This design comes from an exercise in tuning for small area and a short achievable clock period on the open sky130 flow, not from production work. The RTL was checked by simulation tests, not by an equivalence proof against the original design.

===== run.sh =====
#!/bin/bash
# synth_recipe.tcl (not shown) runs the flow's synth.tcl, then flattens the netlist and writes it again
# the make line also repeats each setting of config.mk as NAME=value (left out here)
make -C /OpenROAD-flow-scripts/flow DESIGN_CONFIG=/design/flow/config.mk WORK_HOME=/design/flow/orfs CLKGATE_MAP_FILE= SYNTH_SCRIPT=/design/flow/synth_recipe.tcl finish

===== config.mk =====
export PLATFORM = sky130hd
export DESIGN_NAME = Butterfly_Unit
export DESIGN_NICKNAME = Butterfly_Unit
export VERILOG_FILES = /design/flow/design.v
export SDC_FILE = /design/flow/constraint.sdc
export NUM_CORES = 4
export LEC_CHECK = 0
export CAP_MARGIN = 20
export CORE_MARGIN = 2
export CORE_UTILIZATION = 40
export SLEW_MARGIN = 20

===== constraint.sdc =====
create_clock -name core_clock -period 6.5 [get_ports {clk}]
set_input_delay 1.3000 -clock core_clock [delete_from_list [all_inputs] [get_ports {clk}]]
set_output_delay 1.3000 -clock core_clock [all_outputs]
set_load 0.01 [all_outputs]

===== design.v =====
module Mul12_CS (
    input  [11:0] a,
    input  [11:0] b,
    output [23:0] x,
    output [23:0] y
);
    wire s1, c1, s2, c2, s3, c3, s4, c4, s5, c5, s6, c6, s7, c7, s8, c8;
    wire s9, c9, s10, c10, s11, c11, s12, c12, s13, c13, s14, c14, s15, c15, s16, c16;
    wire s17, c17, s18, c18, s19, c19, s20, c20, s21, c21, s22, c22, s23, c23, s24, c24;
    wire s25, c25, s26, c26, s27, c27, s28, c28, s29, c29, s30, c30, s31, c31, s32, c32;
    wire s33, c33, s34, c34, s35, c35, s36, c36, s37, c37, s38, c38, s39, c39, s40, c40;
    wire s41, c41, s42, c42, s43, c43, s44, c44, s45, c45, s46, c46, s47, c47, s48, c48;
    wire s49, c49, s50, c50, s51, c51, s52, c52, s53, c53, s54, c54, s55, c55, s56, c56;
    wire s57, c57, s58, c58, s59, c59, s60, c60, s61, c61, s62, c62, s63, c63, s64, c64;
    wire s65, c65, s66, c66, s67, c67, s68, c68, s69, c69, s70, c70, s71, c71, s72, c72;
    wire s73, c73, s74, c74, s75, c75, s76, c76, s77, c77, s78, c78, s79, c79, s80, c80;
    wire s81, c81, s82, c82, s83, c83, s84, c84, s85, c85, s86, c86, s87, c87, s88, c88;
    wire s89, c89, s90, c90, s91, c91, s92, c92, s93, c93, s94, c94, s95, c95, s96, c96;
    wire s97, c97, s98, c98, s99, c99, s100, c100, s101, c101, s102, c102, s103, c103, s104, c104;
    wire s105, c105, s106, c106, s107, c107, s108, c108, s109, c109, s110, c110;
    assign s1 = (a[0] & b[9]) ^ (a[1] & b[8]);
    assign c1 = (a[0] & b[9]) & (a[1] & b[8]);
    assign s2 = (a[0] & b[10]) ^ (a[1] & b[9]) ^ (a[2] & b[8]);
    assign c2 = ((a[0] & b[10]) & (a[1] & b[9])) | ((a[0] & b[10]) & (a[2] & b[8])) | ((a[1] & b[9]) & (a[2] & b[8]));
    assign s3 = (a[3] & b[7]) ^ (a[4] & b[6]);
    assign c3 = (a[3] & b[7]) & (a[4] & b[6]);
    assign s4 = (a[0] & b[11]) ^ (a[1] & b[10]) ^ (a[2] & b[9]);
    assign c4 = ((a[0] & b[11]) & (a[1] & b[10])) | ((a[0] & b[11]) & (a[2] & b[9])) | ((a[1] & b[10]) & (a[2] & b[9]));
    assign s5 = (a[3] & b[8]) ^ (a[4] & b[7]) ^ (a[5] & b[6]);
    assign c5 = ((a[3] & b[8]) & (a[4] & b[7])) | ((a[3] & b[8]) & (a[5] & b[6])) | ((a[4] & b[7]) & (a[5] & b[6]));
    assign s6 = (a[6] & b[5]) ^ (a[7] & b[4]);
    assign c6 = (a[6] & b[5]) & (a[7] & b[4]);
    assign s7 = (a[1] & b[11]) ^ (a[2] & b[10]) ^ (a[3] & b[9]);
    assign c7 = ((a[1] & b[11]) & (a[2] & b[10])) | ((a[1] & b[11]) & (a[3] & b[9])) | ((a[2] & b[10]) & (a[3] & b[9]));
    assign s8 = (a[4] & b[8]) ^ (a[5] & b[7]) ^ (a[6] & b[6]);
    assign c8 = ((a[4] & b[8]) & (a[5] & b[7])) | ((a[4] & b[8]) & (a[6] & b[6])) | ((a[5] & b[7]) & (a[6] & b[6]));
    assign s9 = (a[7] & b[5]) ^ (a[8] & b[4]);
    assign c9 = (a[7] & b[5]) & (a[8] & b[4]);
    assign s10 = (a[2] & b[11]) ^ (a[3] & b[10]) ^ (a[4] & b[9]);
    assign c10 = ((a[2] & b[11]) & (a[3] & b[10])) | ((a[2] & b[11]) & (a[4] & b[9])) | ((a[3] & b[10]) & (a[4] & b[9]));
    assign s11 = (a[5] & b[8]) ^ (a[6] & b[7]) ^ (a[7] & b[6]);
    assign c11 = ((a[5] & b[8]) & (a[6] & b[7])) | ((a[5] & b[8]) & (a[7] & b[6])) | ((a[6] & b[7]) & (a[7] & b[6]));
    assign s12 = (a[3] & b[11]) ^ (a[4] & b[10]) ^ (a[5] & b[9]);
    assign c12 = ((a[3] & b[11]) & (a[4] & b[10])) | ((a[3] & b[11]) & (a[5] & b[9])) | ((a[4] & b[10]) & (a[5] & b[9]));
    assign s13 = (a[0] & b[6]) ^ (a[1] & b[5]);
    assign c13 = (a[0] & b[6]) & (a[1] & b[5]);
    assign s14 = (a[0] & b[7]) ^ (a[1] & b[6]) ^ (a[2] & b[5]);
    assign c14 = ((a[0] & b[7]) & (a[1] & b[6])) | ((a[0] & b[7]) & (a[2] & b[5])) | ((a[1] & b[6]) & (a[2] & b[5]));
    assign s15 = (a[3] & b[4]) ^ (a[4] & b[3]);
    assign c15 = (a[3] & b[4]) & (a[4] & b[3]);
    assign s16 = (a[0] & b[8]) ^ (a[1] & b[7]) ^ (a[2] & b[6]);
    assign c16 = ((a[0] & b[8]) & (a[1] & b[7])) | ((a[0] & b[8]) & (a[2] & b[6])) | ((a[1] & b[7]) & (a[2] & b[6]));
    assign s17 = (a[3] & b[5]) ^ (a[4] & b[4]) ^ (a[5] & b[3]);
    assign c17 = ((a[3] & b[5]) & (a[4] & b[4])) | ((a[3] & b[5]) & (a[5] & b[3])) | ((a[4] & b[4]) & (a[5] & b[3]));
    assign s18 = (a[6] & b[2]) ^ (a[7] & b[1]);
    assign c18 = (a[6] & b[2]) & (a[7] & b[1]);
    assign s19 = s1 ^ (a[2] & b[7]) ^ (a[3] & b[6]);
    assign c19 = (s1 & (a[2] & b[7])) | (s1 & (a[3] & b[6])) | ((a[2] & b[7]) & (a[3] & b[6]));
    assign s20 = (a[4] & b[5]) ^ (a[5] & b[4]) ^ (a[6] & b[3]);
    assign c20 = ((a[4] & b[5]) & (a[5] & b[4])) | ((a[4] & b[5]) & (a[6] & b[3])) | ((a[5] & b[4]) & (a[6] & b[3]));
    assign s21 = (a[7] & b[2]) ^ (a[8] & b[1]) ^ (a[9] & b[0]);
    assign c21 = ((a[7] & b[2]) & (a[8] & b[1])) | ((a[7] & b[2]) & (a[9] & b[0])) | ((a[8] & b[1]) & (a[9] & b[0]));
    assign s22 = s2 ^ s3 ^ (a[5] & b[5]);
    assign c22 = (s2 & s3) | (s2 & (a[5] & b[5])) | (s3 & (a[5] & b[5]));
    assign s23 = (a[6] & b[4]) ^ (a[7] & b[3]) ^ (a[8] & b[2]);
    assign c23 = ((a[6] & b[4]) & (a[7] & b[3])) | ((a[6] & b[4]) & (a[8] & b[2])) | ((a[7] & b[3]) & (a[8] & b[2]));
    assign s24 = (a[9] & b[1]) ^ (a[10] & b[0]) ^ c1;
    assign c24 = ((a[9] & b[1]) & (a[10] & b[0])) | ((a[9] & b[1]) & c1) | ((a[10] & b[0]) & c1);
    assign s25 = s4 ^ s5 ^ s6;
    assign c25 = (s4 & s5) | (s4 & s6) | (s5 & s6);
    assign s26 = (a[8] & b[3]) ^ (a[9] & b[2]) ^ (a[10] & b[1]);
    assign c26 = ((a[8] & b[3]) & (a[9] & b[2])) | ((a[8] & b[3]) & (a[10] & b[1])) | ((a[9] & b[2]) & (a[10] & b[1]));
    assign s27 = (a[11] & b[0]) ^ c2 ^ c3;
    assign c27 = ((a[11] & b[0]) & c2) | ((a[11] & b[0]) & c3) | (c2 & c3);
    assign s28 = s7 ^ s8 ^ s9;
    assign c28 = (s7 & s8) | (s7 & s9) | (s8 & s9);
    assign s29 = (a[9] & b[3]) ^ (a[10] & b[2]) ^ (a[11] & b[1]);
    assign c29 = ((a[9] & b[3]) & (a[10] & b[2])) | ((a[9] & b[3]) & (a[11] & b[1])) | ((a[10] & b[2]) & (a[11] & b[1]));
    assign s30 = c4 ^ c5 ^ c6;
    assign c30 = (c4 & c5) | (c4 & c6) | (c5 & c6);
    assign s31 = s10 ^ s11 ^ (a[8] & b[5]);
    assign c31 = (s10 & s11) | (s10 & (a[8] & b[5])) | (s11 & (a[8] & b[5]));
    assign s32 = (a[9] & b[4]) ^ (a[10] & b[3]) ^ (a[11] & b[2]);
    assign c32 = ((a[9] & b[4]) & (a[10] & b[3])) | ((a[9] & b[4]) & (a[11] & b[2])) | ((a[10] & b[3]) & (a[11] & b[2]));
    assign s33 = c7 ^ c8 ^ c9;
    assign c33 = (c7 & c8) | (c7 & c9) | (c8 & c9);
    assign s34 = s12 ^ (a[6] & b[8]) ^ (a[7] & b[7]);
    assign c34 = (s12 & (a[6] & b[8])) | (s12 & (a[7] & b[7])) | ((a[6] & b[8]) & (a[7] & b[7]));
    assign s35 = (a[8] & b[6]) ^ (a[9] & b[5]) ^ (a[10] & b[4]);
    assign c35 = ((a[8] & b[6]) & (a[9] & b[5])) | ((a[8] & b[6]) & (a[10] & b[4])) | ((a[9] & b[5]) & (a[10] & b[4]));
    assign s36 = (a[11] & b[3]) ^ c10 ^ c11;
    assign c36 = ((a[11] & b[3]) & c10) | ((a[11] & b[3]) & c11) | (c10 & c11);
    assign s37 = (a[4] & b[11]) ^ (a[5] & b[10]) ^ (a[6] & b[9]);
    assign c37 = ((a[4] & b[11]) & (a[5] & b[10])) | ((a[4] & b[11]) & (a[6] & b[9])) | ((a[5] & b[10]) & (a[6] & b[9]));
    assign s38 = (a[7] & b[8]) ^ (a[8] & b[7]) ^ (a[9] & b[6]);
    assign c38 = ((a[7] & b[8]) & (a[8] & b[7])) | ((a[7] & b[8]) & (a[9] & b[6])) | ((a[8] & b[7]) & (a[9] & b[6]));
    assign s39 = (a[10] & b[5]) ^ (a[11] & b[4]) ^ c12;
    assign c39 = ((a[10] & b[5]) & (a[11] & b[4])) | ((a[10] & b[5]) & c12) | ((a[11] & b[4]) & c12);
    assign s40 = (a[5] & b[11]) ^ (a[6] & b[10]) ^ (a[7] & b[9]);
    assign c40 = ((a[5] & b[11]) & (a[6] & b[10])) | ((a[5] & b[11]) & (a[7] & b[9])) | ((a[6] & b[10]) & (a[7] & b[9]));
    assign s41 = (a[8] & b[8]) ^ (a[9] & b[7]) ^ (a[10] & b[6]);
    assign c41 = ((a[8] & b[8]) & (a[9] & b[7])) | ((a[8] & b[8]) & (a[10] & b[6])) | ((a[9] & b[7]) & (a[10] & b[6]));
    assign s42 = (a[6] & b[11]) ^ (a[7] & b[10]) ^ (a[8] & b[9]);
    assign c42 = ((a[6] & b[11]) & (a[7] & b[10])) | ((a[6] & b[11]) & (a[8] & b[9])) | ((a[7] & b[10]) & (a[8] & b[9]));
    assign s43 = (a[0] & b[4]) ^ (a[1] & b[3]);
    assign c43 = (a[0] & b[4]) & (a[1] & b[3]);
    assign s44 = (a[0] & b[5]) ^ (a[1] & b[4]) ^ (a[2] & b[3]);
    assign c44 = ((a[0] & b[5]) & (a[1] & b[4])) | ((a[0] & b[5]) & (a[2] & b[3])) | ((a[1] & b[4]) & (a[2] & b[3]));
    assign s45 = (a[3] & b[2]) ^ (a[4] & b[1]);
    assign c45 = (a[3] & b[2]) & (a[4] & b[1]);
    assign s46 = s13 ^ (a[2] & b[4]) ^ (a[3] & b[3]);
    assign c46 = (s13 & (a[2] & b[4])) | (s13 & (a[3] & b[3])) | ((a[2] & b[4]) & (a[3] & b[3]));
    assign s47 = (a[4] & b[2]) ^ (a[5] & b[1]) ^ (a[6] & b[0]);
    assign c47 = ((a[4] & b[2]) & (a[5] & b[1])) | ((a[4] & b[2]) & (a[6] & b[0])) | ((a[5] & b[1]) & (a[6] & b[0]));
    assign s48 = s14 ^ s15 ^ (a[5] & b[2]);
    assign c48 = (s14 & s15) | (s14 & (a[5] & b[2])) | (s15 & (a[5] & b[2]));
    assign s49 = (a[6] & b[1]) ^ (a[7] & b[0]) ^ c13;
    assign c49 = ((a[6] & b[1]) & (a[7] & b[0])) | ((a[6] & b[1]) & c13) | ((a[7] & b[0]) & c13);
    assign s50 = s16 ^ s17 ^ s18;
    assign c50 = (s16 & s17) | (s16 & s18) | (s17 & s18);
    assign s51 = (a[8] & b[0]) ^ c14 ^ c15;
    assign c51 = ((a[8] & b[0]) & c14) | ((a[8] & b[0]) & c15) | (c14 & c15);
    assign s52 = s19 ^ s20 ^ s21;
    assign c52 = (s19 & s20) | (s19 & s21) | (s20 & s21);
    assign s53 = c16 ^ c17 ^ c18;
    assign c53 = (c16 & c17) | (c16 & c18) | (c17 & c18);
    assign s54 = s22 ^ s23 ^ s24;
    assign c54 = (s22 & s23) | (s22 & s24) | (s23 & s24);
    assign s55 = c19 ^ c20 ^ c21;
    assign c55 = (c19 & c20) | (c19 & c21) | (c20 & c21);
    assign s56 = s25 ^ s26 ^ s27;
    assign c56 = (s25 & s26) | (s25 & s27) | (s26 & s27);
    assign s57 = c22 ^ c23 ^ c24;
    assign c57 = (c22 & c23) | (c22 & c24) | (c23 & c24);
    assign s58 = s28 ^ s29 ^ s30;
    assign c58 = (s28 & s29) | (s28 & s30) | (s29 & s30);
    assign s59 = c25 ^ c26 ^ c27;
    assign c59 = (c25 & c26) | (c25 & c27) | (c26 & c27);
    assign s60 = s31 ^ s32 ^ s33;
    assign c60 = (s31 & s32) | (s31 & s33) | (s32 & s33);
    assign s61 = c28 ^ c29 ^ c30;
    assign c61 = (c28 & c29) | (c28 & c30) | (c29 & c30);
    assign s62 = s34 ^ s35 ^ s36;
    assign c62 = (s34 & s35) | (s34 & s36) | (s35 & s36);
    assign s63 = c31 ^ c32 ^ c33;
    assign c63 = (c31 & c32) | (c31 & c33) | (c32 & c33);
    assign s64 = s37 ^ s38 ^ s39;
    assign c64 = (s37 & s38) | (s37 & s39) | (s38 & s39);
    assign s65 = c34 ^ c35 ^ c36;
    assign c65 = (c34 & c35) | (c34 & c36) | (c35 & c36);
    assign s66 = s40 ^ s41 ^ (a[11] & b[5]);
    assign c66 = (s40 & s41) | (s40 & (a[11] & b[5])) | (s41 & (a[11] & b[5]));
    assign s67 = c37 ^ c38 ^ c39;
    assign c67 = (c37 & c38) | (c37 & c39) | (c38 & c39);
    assign s68 = s42 ^ (a[9] & b[8]) ^ (a[10] & b[7]);
    assign c68 = (s42 & (a[9] & b[8])) | (s42 & (a[10] & b[7])) | ((a[9] & b[8]) & (a[10] & b[7]));
    assign s69 = (a[11] & b[6]) ^ c40 ^ c41;
    assign c69 = ((a[11] & b[6]) & c40) | ((a[11] & b[6]) & c41) | (c40 & c41);
    assign s70 = (a[7] & b[11]) ^ (a[8] & b[10]) ^ (a[9] & b[9]);
    assign c70 = ((a[7] & b[11]) & (a[8] & b[10])) | ((a[7] & b[11]) & (a[9] & b[9])) | ((a[8] & b[10]) & (a[9] & b[9]));
    assign s71 = (a[10] & b[8]) ^ (a[11] & b[7]) ^ c42;
    assign c71 = ((a[10] & b[8]) & (a[11] & b[7])) | ((a[10] & b[8]) & c42) | ((a[11] & b[7]) & c42);
    assign s72 = (a[8] & b[11]) ^ (a[9] & b[10]) ^ (a[10] & b[9]);
    assign c72 = ((a[8] & b[11]) & (a[9] & b[10])) | ((a[8] & b[11]) & (a[10] & b[9])) | ((a[9] & b[10]) & (a[10] & b[9]));
    assign s73 = (a[0] & b[3]) ^ (a[1] & b[2]);
    assign c73 = (a[0] & b[3]) & (a[1] & b[2]);
    assign s74 = s43 ^ (a[2] & b[2]) ^ (a[3] & b[1]);
    assign c74 = (s43 & (a[2] & b[2])) | (s43 & (a[3] & b[1])) | ((a[2] & b[2]) & (a[3] & b[1]));
    assign s75 = s44 ^ s45 ^ (a[5] & b[0]);
    assign c75 = (s44 & s45) | (s44 & (a[5] & b[0])) | (s45 & (a[5] & b[0]));
    assign s76 = s46 ^ s47 ^ c44;
    assign c76 = (s46 & s47) | (s46 & c44) | (s47 & c44);
    assign s77 = s48 ^ s49 ^ c46;
    assign c77 = (s48 & s49) | (s48 & c46) | (s49 & c46);
    assign s78 = s50 ^ s51 ^ c48;
    assign c78 = (s50 & s51) | (s50 & c48) | (s51 & c48);
    assign s79 = s52 ^ s53 ^ c50;
    assign c79 = (s52 & s53) | (s52 & c50) | (s53 & c50);
    assign s80 = s54 ^ s55 ^ c52;
    assign c80 = (s54 & s55) | (s54 & c52) | (s55 & c52);
    assign s81 = s56 ^ s57 ^ c54;
    assign c81 = (s56 & s57) | (s56 & c54) | (s57 & c54);
    assign s82 = s58 ^ s59 ^ c56;
    assign c82 = (s58 & s59) | (s58 & c56) | (s59 & c56);
    assign s83 = s60 ^ s61 ^ c58;
    assign c83 = (s60 & s61) | (s60 & c58) | (s61 & c58);
    assign s84 = s62 ^ s63 ^ c60;
    assign c84 = (s62 & s63) | (s62 & c60) | (s63 & c60);
    assign s85 = s64 ^ s65 ^ c62;
    assign c85 = (s64 & s65) | (s64 & c62) | (s65 & c62);
    assign s86 = s66 ^ s67 ^ c64;
    assign c86 = (s66 & s67) | (s66 & c64) | (s67 & c64);
    assign s87 = s68 ^ s69 ^ c66;
    assign c87 = (s68 & s69) | (s68 & c66) | (s69 & c66);
    assign s88 = s70 ^ s71 ^ c68;
    assign c88 = (s70 & s71) | (s70 & c68) | (s71 & c68);
    assign s89 = s72 ^ (a[11] & b[8]) ^ c70;
    assign c89 = (s72 & (a[11] & b[8])) | (s72 & c70) | ((a[11] & b[8]) & c70);
    assign s90 = (a[9] & b[11]) ^ (a[10] & b[10]) ^ (a[11] & b[9]);
    assign c90 = ((a[9] & b[11]) & (a[10] & b[10])) | ((a[9] & b[11]) & (a[11] & b[9])) | ((a[10] & b[10]) & (a[11] & b[9]));
    assign s91 = (a[0] & b[2]) ^ (a[1] & b[1]);
    assign c91 = (a[0] & b[2]) & (a[1] & b[1]);
    assign s92 = s73 ^ (a[2] & b[1]) ^ (a[3] & b[0]);
    assign c92 = (s73 & (a[2] & b[1])) | (s73 & (a[3] & b[0])) | ((a[2] & b[1]) & (a[3] & b[0]));
    assign s93 = s74 ^ (a[4] & b[0]) ^ c73;
    assign c93 = (s74 & (a[4] & b[0])) | (s74 & c73) | ((a[4] & b[0]) & c73);
    assign s94 = s75 ^ c43 ^ c74;
    assign c94 = (s75 & c43) | (s75 & c74) | (c43 & c74);
    assign s95 = s76 ^ c45 ^ c75;
    assign c95 = (s76 & c45) | (s76 & c75) | (c45 & c75);
    assign s96 = s77 ^ c47 ^ c76;
    assign c96 = (s77 & c47) | (s77 & c76) | (c47 & c76);
    assign s97 = s78 ^ c49 ^ c77;
    assign c97 = (s78 & c49) | (s78 & c77) | (c49 & c77);
    assign s98 = s79 ^ c51 ^ c78;
    assign c98 = (s79 & c51) | (s79 & c78) | (c51 & c78);
    assign s99 = s80 ^ c53 ^ c79;
    assign c99 = (s80 & c53) | (s80 & c79) | (c53 & c79);
    assign s100 = s81 ^ c55 ^ c80;
    assign c100 = (s81 & c55) | (s81 & c80) | (c55 & c80);
    assign s101 = s82 ^ c57 ^ c81;
    assign c101 = (s82 & c57) | (s82 & c81) | (c57 & c81);
    assign s102 = s83 ^ c59 ^ c82;
    assign c102 = (s83 & c59) | (s83 & c82) | (c59 & c82);
    assign s103 = s84 ^ c61 ^ c83;
    assign c103 = (s84 & c61) | (s84 & c83) | (c61 & c83);
    assign s104 = s85 ^ c63 ^ c84;
    assign c104 = (s85 & c63) | (s85 & c84) | (c63 & c84);
    assign s105 = s86 ^ c65 ^ c85;
    assign c105 = (s86 & c65) | (s86 & c85) | (c65 & c85);
    assign s106 = s87 ^ c67 ^ c86;
    assign c106 = (s87 & c67) | (s87 & c86) | (c67 & c86);
    assign s107 = s88 ^ c69 ^ c87;
    assign c107 = (s88 & c69) | (s88 & c87) | (c69 & c87);
    assign s108 = s89 ^ c71 ^ c88;
    assign c108 = (s89 & c71) | (s89 & c88) | (c71 & c88);
    assign s109 = s90 ^ c72 ^ c89;
    assign c109 = (s90 & c72) | (s90 & c89) | (c72 & c89);
    assign s110 = (a[10] & b[11]) ^ (a[11] & b[10]) ^ c90;
    assign c110 = ((a[10] & b[11]) & (a[11] & b[10])) | ((a[10] & b[11]) & c90) | ((a[11] & b[10]) & c90);
    assign x = {1'b0, (a[11] & b[11]), s110, s109, s108, s107, s106, s105, s104, s103, s102, s101, s100, s99, s98, s97, s96, s95, s94, s93, s92, s91, (a[0] & b[1]), (a[0] & b[0])};
    assign y = {1'b0, c110, c109, c108, c107, c106, c105, c104, c103, c102, c101, c100, c99, c98, c97, c96, c95, c94, c93, c92, c91, (a[2] & b[0]), (a[1] & b[0]), 1'b0};
endmodule
module Tab_P12 (input [3:0] h, output [11:0] t);
    assign t[0] = (~h[3] & ~h[2] & ~h[1] & ~h[0]) | (~h[3] & ~h[2] & ~h[1] & h[0]) | (~h[3] & ~h[2] & h[1] & h[0]) | (~h[3] & h[2] & h[1] & ~h[0]) | (h[3] & ~h[2] & ~h[1] & ~h[0]) | (h[3] & ~h[2] & h[1] & h[0]) | (h[3] & h[2] & ~h[1] & h[0]) | (h[3] & h[2] & h[1] & ~h[0]);
    assign t[1] = (~h[3] & ~h[2] & ~h[1] & h[0]) | (~h[3] & ~h[2] & h[1] & ~h[0]) | (~h[3] & h[2] & ~h[1] & h[0]) | (h[3] & ~h[2] & ~h[1] & ~h[0]) | (h[3] & ~h[2] & ~h[1] & h[0]) | (h[3] & ~h[2] & h[1] & h[0]) | (h[3] & h[2] & ~h[1] & ~h[0]) | (h[3] & h[2] & h[1] & ~h[0]) | (h[3] & h[2] & h[1] & h[0]);
    assign t[2] = (~h[3] & ~h[2] & ~h[1] & h[0]) | (~h[3] & ~h[2] & h[1] & ~h[0]) | (~h[3] & ~h[2] & h[1] & h[0]) | (~h[3] & h[2] & ~h[1] & ~h[0]) | (h[3] & ~h[2] & ~h[1] & ~h[0]) | (h[3] & ~h[2] & ~h[1] & h[0]) | (h[3] & ~h[2] & h[1] & ~h[0]) | (h[3] & h[2] & h[1] & ~h[0]) | (h[3] & h[2] & h[1] & h[0]);
    assign t[3] = (~h[3] & ~h[2] & ~h[1] & h[0]) | (~h[3] & ~h[2] & h[1] & ~h[0]) | (~h[3] & ~h[2] & h[1] & h[0]) | (~h[3] & h[2] & ~h[1] & ~h[0]) | (~h[3] & h[2] & ~h[1] & h[0]) | (~h[3] & h[2] & h[1] & ~h[0]) | (~h[3] & h[2] & h[1] & h[0]) | (h[3] & h[2] & h[1] & ~h[0]) | (h[3] & h[2] & h[1] & h[0]);
    assign t[4] = (~h[3] & ~h[2] & ~h[1] & h[0]) | (~h[3] & ~h[2] & h[1] & ~h[0]) | (~h[3] & ~h[2] & h[1] & h[0]) | (~h[3] & h[2] & ~h[1] & ~h[0]) | (~h[3] & h[2] & ~h[1] & h[0]) | (~h[3] & h[2] & h[1] & ~h[0]) | (~h[3] & h[2] & h[1] & h[0]) | (h[3] & ~h[2] & ~h[1] & ~h[0]) | (h[3] & ~h[2] & ~h[1] & h[0]) | (h[3] & ~h[2] & h[1] & ~h[0]) | (h[3] & ~h[2] & h[1] & h[0]) | (h[3] & h[2] & ~h[1] & ~h[0]) | (h[3] & h[2] & ~h[1] & h[0]);
    assign t[5] = (~h[3] & ~h[2] & ~h[1] & h[0]) | (~h[3] & ~h[2] & h[1] & ~h[0]) | (~h[3] & ~h[2] & h[1] & h[0]) | (~h[3] & h[2] & ~h[1] & ~h[0]) | (~h[3] & h[2] & ~h[1] & h[0]) | (~h[3] & h[2] & h[1] & ~h[0]) | (~h[3] & h[2] & h[1] & h[0]) | (h[3] & ~h[2] & ~h[1] & ~h[0]) | (h[3] & ~h[2] & ~h[1] & h[0]) | (h[3] & ~h[2] & h[1] & ~h[0]) | (h[3] & ~h[2] & h[1] & h[0]) | (h[3] & h[2] & ~h[1] & ~h[0]) | (h[3] & h[2] & ~h[1] & h[0]) | (h[3] & h[2] & h[1] & ~h[0]) | (h[3] & h[2] & h[1] & h[0]);
    assign t[6] = (~h[3] & ~h[2] & ~h[1] & h[0]) | (~h[3] & ~h[2] & h[1] & ~h[0]) | (~h[3] & ~h[2] & h[1] & h[0]) | (~h[3] & h[2] & ~h[1] & ~h[0]) | (~h[3] & h[2] & ~h[1] & h[0]) | (~h[3] & h[2] & h[1] & ~h[0]) | (~h[3] & h[2] & h[1] & h[0]) | (h[3] & ~h[2] & ~h[1] & ~h[0]) | (h[3] & ~h[2] & ~h[1] & h[0]) | (h[3] & ~h[2] & h[1] & ~h[0]) | (h[3] & ~h[2] & h[1] & h[0]) | (h[3] & h[2] & ~h[1] & ~h[0]) | (h[3] & h[2] & ~h[1] & h[0]) | (h[3] & h[2] & h[1] & ~h[0]) | (h[3] & h[2] & h[1] & h[0]);
    assign t[7] = (~h[3] & ~h[2] & ~h[1] & h[0]) | (~h[3] & ~h[2] & h[1] & ~h[0]) | (~h[3] & ~h[2] & h[1] & h[0]) | (~h[3] & h[2] & ~h[1] & ~h[0]) | (~h[3] & h[2] & ~h[1] & h[0]) | (~h[3] & h[2] & h[1] & ~h[0]) | (~h[3] & h[2] & h[1] & h[0]) | (h[3] & ~h[2] & ~h[1] & ~h[0]) | (h[3] & ~h[2] & ~h[1] & h[0]) | (h[3] & ~h[2] & h[1] & ~h[0]) | (h[3] & ~h[2] & h[1] & h[0]) | (h[3] & h[2] & ~h[1] & ~h[0]) | (h[3] & h[2] & ~h[1] & h[0]) | (h[3] & h[2] & h[1] & ~h[0]) | (h[3] & h[2] & h[1] & h[0]);
    assign t[8] = (~h[3] & ~h[2] & ~h[1] & ~h[0]) | (~h[3] & ~h[2] & h[1] & ~h[0]) | (~h[3] & h[2] & ~h[1] & ~h[0]) | (~h[3] & h[2] & ~h[1] & h[0]) | (~h[3] & h[2] & h[1] & h[0]) | (h[3] & ~h[2] & ~h[1] & h[0]) | (h[3] & ~h[2] & h[1] & ~h[0]) | (h[3] & h[2] & ~h[1] & ~h[0]) | (h[3] & h[2] & h[1] & h[0]);
    assign t[9] = (~h[3] & ~h[2] & ~h[1] & h[0]) | (~h[3] & h[2] & ~h[1] & ~h[0]) | (~h[3] & h[2] & h[1] & h[0]) | (h[3] & ~h[2] & ~h[1] & ~h[0]) | (h[3] & ~h[2] & h[1] & ~h[0]) | (h[3] & ~h[2] & h[1] & h[0]) | (h[3] & h[2] & h[1] & ~h[0]);
    assign t[10] = (~h[3] & ~h[2] & ~h[1] & ~h[0]) | (~h[3] & ~h[2] & h[1] & ~h[0]) | (~h[3] & h[2] & h[1] & ~h[0]) | (~h[3] & h[2] & h[1] & h[0]) | (h[3] & ~h[2] & ~h[1] & h[0]) | (h[3] & ~h[2] & h[1] & h[0]) | (h[3] & h[2] & ~h[1] & h[0]) | (h[3] & h[2] & h[1] & h[0]);
    assign t[11] = (~h[3] & ~h[2] & ~h[1] & ~h[0]) | (~h[3] & ~h[2] & h[1] & h[0]) | (~h[3] & h[2] & ~h[1] & ~h[0]) | (h[3] & ~h[2] & ~h[1] & ~h[0]) | (h[3] & ~h[2] & ~h[1] & h[0]) | (h[3] & h[2] & ~h[1] & ~h[0]) | (h[3] & h[2] & ~h[1] & h[0]);
endmodule
module Tab_P16 (input [3:0] h, output [11:0] t);
    assign t[0] = (~h[3] & ~h[2] & ~h[1] & h[0]) | (~h[3] & ~h[2] & h[1] & ~h[0]) | (~h[3] & ~h[2] & h[1] & h[0]) | (~h[3] & h[2] & h[1] & h[0]) | (h[3] & ~h[2] & ~h[1] & ~h[0]) | (h[3] & ~h[2] & ~h[1] & h[0]) | (h[3] & h[2] & ~h[1] & h[0]) | (h[3] & h[2] & h[1] & ~h[0]) | (h[3] & h[2] & h[1] & h[0]);
    assign t[1] = (~h[3] & h[2] & ~h[1] & ~h[0]) | (~h[3] & h[2] & ~h[1] & h[0]) | (~h[3] & h[2] & h[1] & ~h[0]) | (~h[3] & h[2] & h[1] & h[0]) | (h[3] & ~h[2] & ~h[1] & ~h[0]) | (h[3] & ~h[2] & ~h[1] & h[0]);
    assign t[2] = (~h[3] & ~h[2] & ~h[1] & h[0]) | (~h[3] & ~h[2] & h[1] & h[0]) | (~h[3] & h[2] & ~h[1] & h[0]) | (~h[3] & h[2] & h[1] & h[0]) | (h[3] & ~h[2] & ~h[1] & h[0]) | (h[3] & ~h[2] & h[1] & ~h[0]) | (h[3] & h[2] & ~h[1] & ~h[0]) | (h[3] & h[2] & h[1] & ~h[0]);
    assign t[3] = (~h[3] & ~h[2] & ~h[1] & h[0]) | (~h[3] & ~h[2] & h[1] & ~h[0]) | (~h[3] & h[2] & ~h[1] & h[0]) | (~h[3] & h[2] & h[1] & ~h[0]) | (h[3] & ~h[2] & ~h[1] & h[0]) | (h[3] & ~h[2] & h[1] & ~h[0]) | (h[3] & ~h[2] & h[1] & h[0]) | (h[3] & h[2] & h[1] & ~h[0]) | (h[3] & h[2] & h[1] & h[0]);
    assign t[4] = (~h[3] & ~h[2] & h[1] & ~h[0]) | (~h[3] & h[2] & ~h[1] & ~h[0]) | (~h[3] & h[2] & ~h[1] & h[0]) | (~h[3] & h[2] & h[1] & h[0]) | (h[3] & ~h[2] & h[1] & ~h[0]) | (h[3] & h[2] & ~h[1] & ~h[0]) | (h[3] & h[2] & h[1] & h[0]);
    assign t[5] = (~h[3] & ~h[2] & ~h[1] & h[0]) | (~h[3] & h[2] & ~h[1] & ~h[0]) | (~h[3] & h[2] & h[1] & h[0]) | (h[3] & ~h[2] & ~h[1] & ~h[0]) | (h[3] & ~h[2] & h[1] & ~h[0]) | (h[3] & ~h[2] & h[1] & h[0]) | (h[3] & h[2] & h[1] & ~h[0]);
    assign t[6] = (~h[3] & ~h[2] & ~h[1] & h[0]) | (~h[3] & ~h[2] & h[1] & ~h[0]) | (~h[3] & ~h[2] & h[1] & h[0]) | (~h[3] & h[2] & h[1] & h[0]) | (h[3] & ~h[2] & ~h[1] & ~h[0]) | (h[3] & ~h[2] & ~h[1] & h[0]) | (h[3] & h[2] & h[1] & ~h[0]) | (h[3] & h[2] & h[1] & h[0]);
    assign t[7] = (~h[3] & ~h[2] & ~h[1] & h[0]) | (~h[3] & ~h[2] & h[1] & ~h[0]) | (~h[3] & ~h[2] & h[1] & h[0]) | (~h[3] & h[2] & ~h[1] & ~h[0]) | (~h[3] & h[2] & ~h[1] & h[0]) | (~h[3] & h[2] & h[1] & ~h[0]) | (h[3] & h[2] & h[1] & ~h[0]) | (h[3] & h[2] & h[1] & h[0]);
    assign t[8] = (~h[3] & h[2] & ~h[1] & ~h[0]) | (~h[3] & h[2] & ~h[1] & h[0]) | (~h[3] & h[2] & h[1] & ~h[0]) | (h[3] & ~h[2] & h[1] & ~h[0]) | (h[3] & ~h[2] & h[1] & h[0]) | (h[3] & h[2] & ~h[1] & ~h[0]) | (h[3] & h[2] & h[1] & ~h[0]) | (h[3] & h[2] & h[1] & h[0]);
    assign t[9] = (~h[3] & h[2] & h[1] & h[0]) | (h[3] & ~h[2] & ~h[1] & ~h[0]) | (h[3] & ~h[2] & ~h[1] & h[0]) | (h[3] & ~h[2] & h[1] & ~h[0]) | (h[3] & ~h[2] & h[1] & h[0]) | (h[3] & h[2] & ~h[1] & ~h[0]) | (h[3] & h[2] & h[1] & ~h[0]) | (h[3] & h[2] & h[1] & h[0]);
    assign t[10] = (~h[3] & ~h[2] & h[1] & ~h[0]) | (~h[3] & h[2] & ~h[1] & h[0]) | (h[3] & ~h[2] & ~h[1] & ~h[0]) | (h[3] & ~h[2] & h[1] & h[0]) | (h[3] & h[2] & ~h[1] & h[0]) | (h[3] & h[2] & h[1] & ~h[0]);
    assign t[11] = (~h[3] & ~h[2] & ~h[1] & h[0]) | (~h[3] & h[2] & ~h[1] & ~h[0]) | (~h[3] & h[2] & h[1] & h[0]) | (h[3] & ~h[2] & h[1] & ~h[0]) | (h[3] & h[2] & ~h[1] & h[0]);
endmodule
module Tab_P20 (input [3:0] h, output [11:0] t);
    assign t[0] = (~h[3] & ~h[2] & ~h[1] & ~h[0]) | (~h[3] & ~h[2] & h[1] & ~h[0]) | (~h[3] & h[2] & ~h[1] & ~h[0]) | (~h[3] & h[2] & h[1] & ~h[0]) | (h[3] & ~h[2] & ~h[1] & ~h[0]) | (h[3] & ~h[2] & h[1] & ~h[0]) | (h[3] & h[2] & ~h[1] & ~h[0]) | (h[3] & h[2] & h[1] & ~h[0]);
    assign t[1] = (~h[3] & ~h[2] & ~h[1] & h[0]) | (~h[3] & ~h[2] & h[1] & ~h[0]) | (~h[3] & h[2] & ~h[1] & h[0]) | (~h[3] & h[2] & h[1] & ~h[0]) | (h[3] & ~h[2] & ~h[1] & h[0]) | (h[3] & ~h[2] & h[1] & ~h[0]) | (h[3] & h[2] & ~h[1] & h[0]) | (h[3] & h[2] & h[1] & ~h[0]);
    assign t[2] = (~h[3] & ~h[2] & ~h[1] & h[0]) | (~h[3] & h[2] & ~h[1] & ~h[0]) | (~h[3] & h[2] & h[1] & ~h[0]) | (~h[3] & h[2] & h[1] & h[0]) | (h[3] & ~h[2] & ~h[1] & h[0]) | (h[3] & h[2] & ~h[1] & ~h[0]) | (h[3] & h[2] & h[1] & ~h[0]) | (h[3] & h[2] & h[1] & h[0]);
    assign t[3] = (~h[3] & ~h[2] & h[1] & ~h[0]) | (~h[3] & h[2] & ~h[1] & h[0]) | (~h[3] & h[2] & h[1] & ~h[0]) | (h[3] & ~h[2] & ~h[1] & ~h[0]) | (h[3] & ~h[2] & ~h[1] & h[0]) | (h[3] & ~h[2] & h[1] & h[0]) | (h[3] & h[2] & ~h[1] & ~h[0]) | (h[3] & h[2] & h[1] & h[0]);
    assign t[4] = (~h[3] & ~h[2] & h[1] & h[0]) | (~h[3] & h[2] & ~h[1] & ~h[0]) | (~h[3] & h[2] & ~h[1] & h[0]) | (~h[3] & h[2] & h[1] & ~h[0]) | (h[3] & ~h[2] & h[1] & ~h[0]) | (h[3] & ~h[2] & h[1] & h[0]) | (h[3] & h[2] & ~h[1] & ~h[0]);
    assign t[5] = (~h[3] & h[2] & h[1] & h[0]) | (h[3] & ~h[2] & ~h[1] & ~h[0]) | (h[3] & ~h[2] & ~h[1] & h[0]) | (h[3] & ~h[2] & h[1] & ~h[0]) | (h[3] & ~h[2] & h[1] & h[0]) | (h[3] & h[2] & ~h[1] & ~h[0]);
    assign t[6] = (~h[3] & ~h[2] & ~h[1] & h[0]) | (~h[3] & ~h[2] & h[1] & h[0]) | (~h[3] & h[2] & ~h[1] & h[0]) | (~h[3] & h[2] & h[1] & h[0]) | (h[3] & ~h[2] & ~h[1] & h[0]) | (h[3] & ~h[2] & h[1] & h[0]) | (h[3] & h[2] & h[1] & ~h[0]);
    assign t[7] = (~h[3] & ~h[2] & ~h[1] & h[0]) | (~h[3] & ~h[2] & h[1] & ~h[0]) | (~h[3] & h[2] & ~h[1] & h[0]) | (~h[3] & h[2] & h[1] & ~h[0]) | (h[3] & ~h[2] & ~h[1] & h[0]) | (h[3] & ~h[2] & h[1] & ~h[0]) | (h[3] & h[2] & h[1] & ~h[0]) | (h[3] & h[2] & h[1] & h[0]);
    assign t[8] = (~h[3] & ~h[2] & ~h[1] & ~h[0]) | (~h[3] & h[2] & ~h[1] & h[0]) | (~h[3] & h[2] & h[1] & ~h[0]) | (~h[3] & h[2] & h[1] & h[0]) | (h[3] & ~h[2] & ~h[1] & ~h[0]) | (h[3] & h[2] & h[1] & ~h[0]) | (h[3] & h[2] & h[1] & h[0]);
    assign t[9] = (~h[3] & h[2] & ~h[1] & h[0]) | (~h[3] & h[2] & h[1] & ~h[0]) | (~h[3] & h[2] & h[1] & h[0]) | (h[3] & ~h[2] & ~h[1] & ~h[0]) | (h[3] & ~h[2] & ~h[1] & h[0]) | (h[3] & ~h[2] & h[1] & ~h[0]) | (h[3] & ~h[2] & h[1] & h[0]) | (h[3] & h[2] & ~h[1] & ~h[0]) | (h[3] & h[2] & ~h[1] & h[0]);
    assign t[10] = (~h[3] & ~h[2] & ~h[1] & ~h[0]) | (~h[3] & ~h[2] & ~h[1] & h[0]) | (~h[3] & ~h[2] & h[1] & ~h[0]) | (~h[3] & ~h[2] & h[1] & h[0]) | (~h[3] & h[2] & ~h[1] & ~h[0]);
    assign t[11] = (~h[3] & ~h[2] & ~h[1] & ~h[0]) | (~h[3] & ~h[2] & ~h[1] & h[0]) | (~h[3] & ~h[2] & h[1] & ~h[0]) | (~h[3] & ~h[2] & h[1] & h[0]) | (~h[3] & h[2] & ~h[1] & ~h[0]) | (~h[3] & h[2] & ~h[1] & h[0]) | (~h[3] & h[2] & h[1] & ~h[0]) | (~h[3] & h[2] & h[1] & h[0]) | (h[3] & ~h[2] & ~h[1] & ~h[0]) | (h[3] & ~h[2] & ~h[1] & h[0]) | (h[3] & ~h[2] & h[1] & ~h[0]) | (h[3] & ~h[2] & h[1] & h[0]) | (h[3] & h[2] & ~h[1] & ~h[0]) | (h[3] & h[2] & ~h[1] & h[0]) | (h[3] & h[2] & h[1] & ~h[0]) | (h[3] & h[2] & h[1] & h[0]);
endmodule
module Tab_F12 (input [1:0] h, output [11:0] t);
    assign t[0] = (~h[1] & h[0]) | (h[1] & h[0]);
    assign t[1] = (~h[1] & h[0]) | (h[1] & ~h[0]);
    assign t[2] = (~h[1] & h[0]) | (h[1] & ~h[0]) | (h[1] & h[0]);
    assign t[3] = (~h[1] & h[0]) | (h[1] & ~h[0]) | (h[1] & h[0]);
    assign t[4] = (~h[1] & h[0]) | (h[1] & ~h[0]) | (h[1] & h[0]);
    assign t[5] = (~h[1] & h[0]) | (h[1] & ~h[0]) | (h[1] & h[0]);
    assign t[6] = (~h[1] & h[0]) | (h[1] & ~h[0]) | (h[1] & h[0]);
    assign t[7] = (~h[1] & h[0]) | (h[1] & ~h[0]) | (h[1] & h[0]);
    assign t[8] = (h[1] & ~h[0]);
    assign t[9] = (~h[1] & h[0]);
    assign t[10] = (h[1] & ~h[0]);
    assign t[11] = (h[1] & h[0]);
endmodule
module Butterfly_Unit (
    input clk,
    input reset,
    input [1:0] operation,   
    input valid_in,
    input [11:0] a_in,
    input [11:0] b_in,
    input [11:0] zeta,
    output reg [11:0] a_out,
    output reg [11:0] b_out,
    output reg valid_out
);
    localparam [12:0] Q = 13'd3329;
    wire        intt0 = operation[0];
    wire [12:0] d0    = {1'b0, a_in} - {1'b0, b_in};
    wire [12:0] dq0   = {1'b0, a_in} + {1'b0, ~b_in} + 13'd3330;    
    wire [11:0] m0    = !intt0 ? b_in : (d0[12] ? dq0[11:0] : d0[11:0]);
    wire [12:0] s0    = {1'b0, a_in} + {1'b0, b_in & {12{intt0}}};
    reg [11:0] m1, z1;
    reg [12:0] s1;
    reg [1:0]  op1;
    reg        v1;
    always @(posedge clk) begin
        m1  <= m0;
        s1  <= s0;
        z1  <= zeta;
        op1 <= operation;
    end
    wire [23:0] px1, py1;
    Mul12_CS mul (.a(z1), .b(m1), .x(px1), .y(py1));
    wire [23:0] p1 = px1 + py1;
    reg [23:0] p2;
    reg [12:0] s2;
    reg [1:0]  op2;
    reg        v2;
    always @(posedge clk) begin
        p2  <= p1;
        s2  <= s1;
        op2 <= op1;
    end
    wire [11:0] t0, t1, t2;
    Tab_P12 tab0 (.h(p2[15:12]), .t(t0));
    Tab_P16 tab1 (.h(p2[19:16]), .t(t1));
    Tab_P20 tab2 (.h(p2[23:20]), .t(t2));
    wire [13:0] o1 = {2'b00, p2[11:0]};
    wire [13:0] o2 = {2'b00, t0};
    wire [13:0] o3 = {2'b00, t1};
    wire [13:0] o4 = {2'b00, t2};
    wire [13:0] cs1 = o1 ^ o2 ^ o3;
    wire [13:0] cc1 = {(o1[12:0] & o2[12:0]) | (o1[12:0] & o3[12:0]) | (o2[12:0] & o3[12:0]), 1'b0};
    wire [13:0] cs2 = cs1 ^ cc1 ^ o4;
    wire [13:0] cc2 = {(cs1[12:0] & cc1[12:0]) | (cs1[12:0] & o4[12:0]) | (cc1[12:0] & o4[12:0]), 1'b0};
    wire [13:0] x2 = cs2 + cc2;           
    reg [13:0] x3;
    reg [12:0] s3;
    reg [1:0]  op3;
    reg        v3;
    always @(posedge clk) begin
        x3  <= x2;
        s3  <= s2;
        op3 <= op2;
    end
    wire [11:0] t3;
    Tab_F12 tab3 (.h(x3[13:12]), .t(t3));
    wire [12:0] y3  = {1'b0, x3[11:0]} + {1'b0, t3};      
    wire [13:0] ym3 = {1'b0, y3} - {1'b0, Q};
    wire [11:0] r3  = ym3[13] ? y3[11:0] : ym3[11:0];
    reg [11:0] r4;
    reg [12:0] s4;
    reg [1:0]  op4;
    reg        v4;
    always @(posedge clk) begin
        r4  <= r3;
        s4  <= s3;
        op4 <= op3;
    end
    wire [11:0] rn4 = r4 & {12{~op4[0]}};
    wire [12:0] t4  = s4 + {1'b0, rn4};                    
    wire [13:0] tm4 = {1'b0, t4} - {1'b0, Q};
    wire [11:0] ao4 = tm4[13] ? t4[11:0] : tm4[11:0];
    wire [12:0] u4  = {1'b0, s4[11:0]} - {1'b0, r4};
    wire [12:0] uq4 = {1'b0, s4[11:0]} + {1'b0, ~r4} + 13'd3330;    
    wire [11:0] bo4 = op4[0] ? r4 : (u4[12] ? uq4[11:0] : u4[11:0]);
    always @(posedge clk) begin
        a_out <= op4[1] ? 12'd0 : ao4;
        b_out <= op4[1] ? 12'd0 : bo4;
    end
    always @(posedge clk) begin
        if (reset) begin
            v1 <= 1'b0; v2 <= 1'b0; v3 <= 1'b0; v4 <= 1'b0; valid_out <= 1'b0;
        end else begin
            v1 <= valid_in; v2 <= v1; v3 <= v2; v4 <= v3; valid_out <= v4;
        end
    end
endmodule

==> flow_metrics.py <==
metrics = {
    "sta": {
        "worst_slew_pin_slew_ps": 873,
        "fmax_ghz": 0.179,
        "post-route-period-util": 0.858,
        "setup_violations": 0,
        "slew_violations": 0,
        "fin_crit_ps": 5580,
        "fin_skew_ps": 11.4,
        "fin_tns_setup_ps": 0,
        "rsz0062_at_grt": "no",
        "worst_slack_ps": 921,
        "relSlewSlack": 0.410,
        "finalHoldViolCount": 0,
    },
    "clock_network": {
        "cts_buffer_depth": 2,
        "cts_hold_buf": 0,
        "clk_latency_ps": 440,
        "htreeDepth": 4,
        "tritoncts": "built",
        "ctsResizeCount": 0,
        "clockRootBuffer": "clkbuf_16",
        "cts_made_buffers": 17,
        "cts.reportedPaths.clkPinSlew_ps": 70,
        "post_cts_buffers": 0,
        "clock_sinks": 163,
    },
    "placed_design": {
        "dp_cells": 2136,
        "io_buffers": 65,
        "postPlaceCellArea_sq_um": 15800,
        "globalplace.congestion": 0.867,
        "dpl_worst_slack_ps": 931,
        "dp_hpwl_microns": 26900,
    },
    "synthesis": {
        "synth-seq-area-share": 0.221,
        "synth_edf_count": 0,
        "synth_area_sq_um": 14800,
        "synth_area_per_cell_sq_um": 8.92,
        "synth.area.top_cells": "dfxtp_1 22%, fa_1 20%, ha_1 12%, inv_1 5.7%, and2_1 5.5%",
        "post-synth-top-count-cell": "inv_1",
        "syn_nets": 1981,
        "ys.flop_type": "dfxtp_1",
        "yosys.area.top_type_share": 0.221,
        "ys_ff_latch": 163,
        "yosys.cell_types.count": 77,
        "yosys.area.top_type": "dfxtp_1",
        "synthTopCellsByCount": "224 x inv_1, 163 x dfxtp_1, 145 x fa_1",
        "synth_cells": 1655,
        "yosys_warnings": 1,
        "synthArstFlopShare": 0,
    },
    "drt": {
        "post_drt_wl_per_cell_microns": 15.2,
        "drt_iter0_drc": 527,
        "viasPerCell": 5.07,
        "wirelength_microns": 33000,
        "vias": 11000,
        "drc": 0,
        "dr.pass1.iters": 7,
        "ant_nets": 0,
    },
    "setup_path": {
        "crit_start": "z1[2]$_DFF_P_",
        "critPathTopFamily": "adder cells",
        "r2r_cells": 17,
        "rr_endpoint": "p2[22]$_DFF_P_",
        "ff2ff_setup_slack_ps": 920,
        "critPathMaxStageDelay_ps": 570,
        "critPathKind": "reg2reg",
        "crit_fanout": 12,
        "worstReg2RegStart": "z1[2]$_DFF_P_",
        "crit_buf_inv": 2,
        "path_cells": "and2_1 -> fa_1 -> fa_1 -> inv_1 -> fa_1 -> inv_1 -> fa_1 -> fa_1 -> ha_1 -> a211oi_1 -> o211a_1 -> a2bb2oi_1 -> o211ai_1 -> a31oi_1 -> o2111ai_1 -> a21oi_1 -> xnor2_1",
        "arrival_ps": 5950,
        "cp-endpoint": "p2[22]$_DFF_P_",
        "cp_slowest_cell": "dfxtp_1",
        "cp_common_cell": "fa_1",
        "worstPathRequired_ps": 6870,
        "cp-start-kind": "register",
        "cp-end-kind": "register",
        "path_depth": 17,
    },
    "global_route": {
        "grt_pass1_wl_microns": 55000,
        "track_usage": 0.178,
        "antenna_found_initial": 0,
        "grt_max_degree": 33,
        "grt_overflow": 0,
        "grt_pass1_vias": 11100,
    },
    "worst_hold_path": {
        "min_path_type": "reg2reg",
    },
    "job": {
        "maxCapViolCount": 0,
    },
    "finish": {
        "fin_util": 0.451,
        "final_cell_area_sq_um": 16400,
        "layout.nets": 2013,
        "fillCellCount": 3551,
        "fin_cells": 2168,
        "areaGrowthSynthToFinish_pct": 11.2,
        "drive_gt1_frac": 0.0424,
        "n_antenna_cell": 0,
    },
    "die": {
        "die_h_microns": 196,
        "dieArea_sq_um": 38400,
        "start_util": 0.405,
        "design.core.area_sq_um": 36400,
        "num_rows": 70,
        "ios": 66,
        "fp.dieW_microns": 196,
    },
    "run_status": {
        "run_status": "no timing/DRC/antenna violations",
    },
}
sequential cells by signal, indices dropped and copies added (netlist names):
signal / cells
s4: 13
v3: 1
op3: 2
b_out: 12
z1: 12
op2: 2
op1: 2
p2: 24
s2: 13
s1: 13
m1: 12
v4: 1
op4: 2
x3: 14
r4: 12
v1: 1
v2: 1
s3: 13
valid_out: 1
a_out: 12
cells in the final DEF, fill, tap and decap left out, types with 7 or more instances in the layout:
| cell | Yosys | final |
|---|---|---|
| ha_1 | 140 | 140 |
| nor3_1 | 20 | 20 |
| clkdlybuf4s50_1 | 0 | 65 |
| nand3b_1 | 7 | 7 |
| or3_1 | 8 | 8 |
| a31oi_1 | 21 | 21 |
| a21oi_1 | 73 | 73 |
| mux2i_1 | 17 | 17 |
| nor2b_1 | 25 | 25 |
| o211ai_1 | 13 | 13 |
| o21bai_1 | 7 | 7 |
| a211oi_1 | 21 | 21 |
| and3_1 | 12 | 12 |
| nand2b_1 | 20 | 20 |
| o21ai_0 | 48 | 48 |
| or2_2 | 12 | 12 |
| xnor2_1 | 61 | 61 |
| o21a_1 | 11 | 11 |
| nand3_1 | 20 | 20 |
| a21boi_0 | 14 | 14 |
| and2_1 | 130 | 130 |
| inv_1 | 224 | 224 |
| fa_1 | 145 | 145 |
| dfxtp_1 | 163 | 163 |
| o21ai_1 | 9 | 9 |
| clkbuf_16 | 0 | 17 |
| xor2_1 | 34 | 34 |
| a21o_1 | 24 | 24 |
| nand2_1 | 103 | 103 |
| nor2_1 | 108 | 108 |
cell type report:
class                      count  area (sq um)  area share
clock buffer                  18           439      0.0268
clock inverter                14           161     0.00983
inverter                     224           841      0.0512
multi-input combinational   1212         10400       0.636
sequential                   163          3260       0.199
tap                          468           586      0.0357
timing repair buffer          69           681      0.0415
routing by layer:
metal | track usage | up-vias | wire [microns]
met5 | 0 | - | 0
li1 | - | 5542 | -
met2 | 0.300 | 164 | 15800
met1 | 0.238 | 5236 | 15600
met4 | 0.0513 | 0 | 629
met3 | 0.0242 | 41 | 985
cell families after synthesis:
group / after synthesis / synth area share
simple gates: 490 / 0.172
compound gates: 318 / 0.147
fa+ha+maj: 285 / 0.315
buf+inv: 280 / 0.0719
flops: 163 / 0.221
xor+xnor: 95 / 0.0564
mux: 23 / 0.0161
other cells: 1 / 0.000254
worst min-delay path by stage:
stage / slack, ps / startpoint / end / cells past startpoint
final: 320 / s3[2]$_DFF_P_ / s4[2]$_DFF_P_ / 0
after global routing: 320 / s2[10]$_DFF_P_ / s3[10]$_DFF_P_ / 0
after CTS: 320 / s2[10]$_DFF_P_ / s3[10]$_DFF_P_ / 0
after detailed placement: 310 / op1[1]$_DFF_P_ / op2[1]$_DFF_P_ / 0
after global placement: 310 / s1[2]$_DFF_P_ / s2[2]$_DFF_P_ / 0
after floorplan: 310 / op1[0]$_DFF_P_ / op2[0]$_DFF_P_ / 0
through the flow:
stage	hold WS (ps)
finish	324
global route	319
CTS	324
detailed placement	312
global placement	310
floorplan	310

-- what the ideal ports hide --
How much do the figures lean on ideal ports? The routed layout below was timed once more, with nothing changed but the port constraints. Step 1, drivers: a clkbuf_16 drives clk and a buf_2 each remaining input, both assumed. Step 2 also shifts input and output timing later by t, the mid clock arrival at the registers, as if the neighbouring blocks saw the same clock. Three values: ideal, step 1, step 2; two values: the first two.
t, ns: 0.489
slack for setup (ns): 0.921 / 0.921 / 0.921
worst register clock-pin slew, ns: 0.07 / 0.07
After both steps this run still meets setup and hold. The setup slack of this run moves by 0.000 ns with the drivers and by 0.000 ns with both steps.
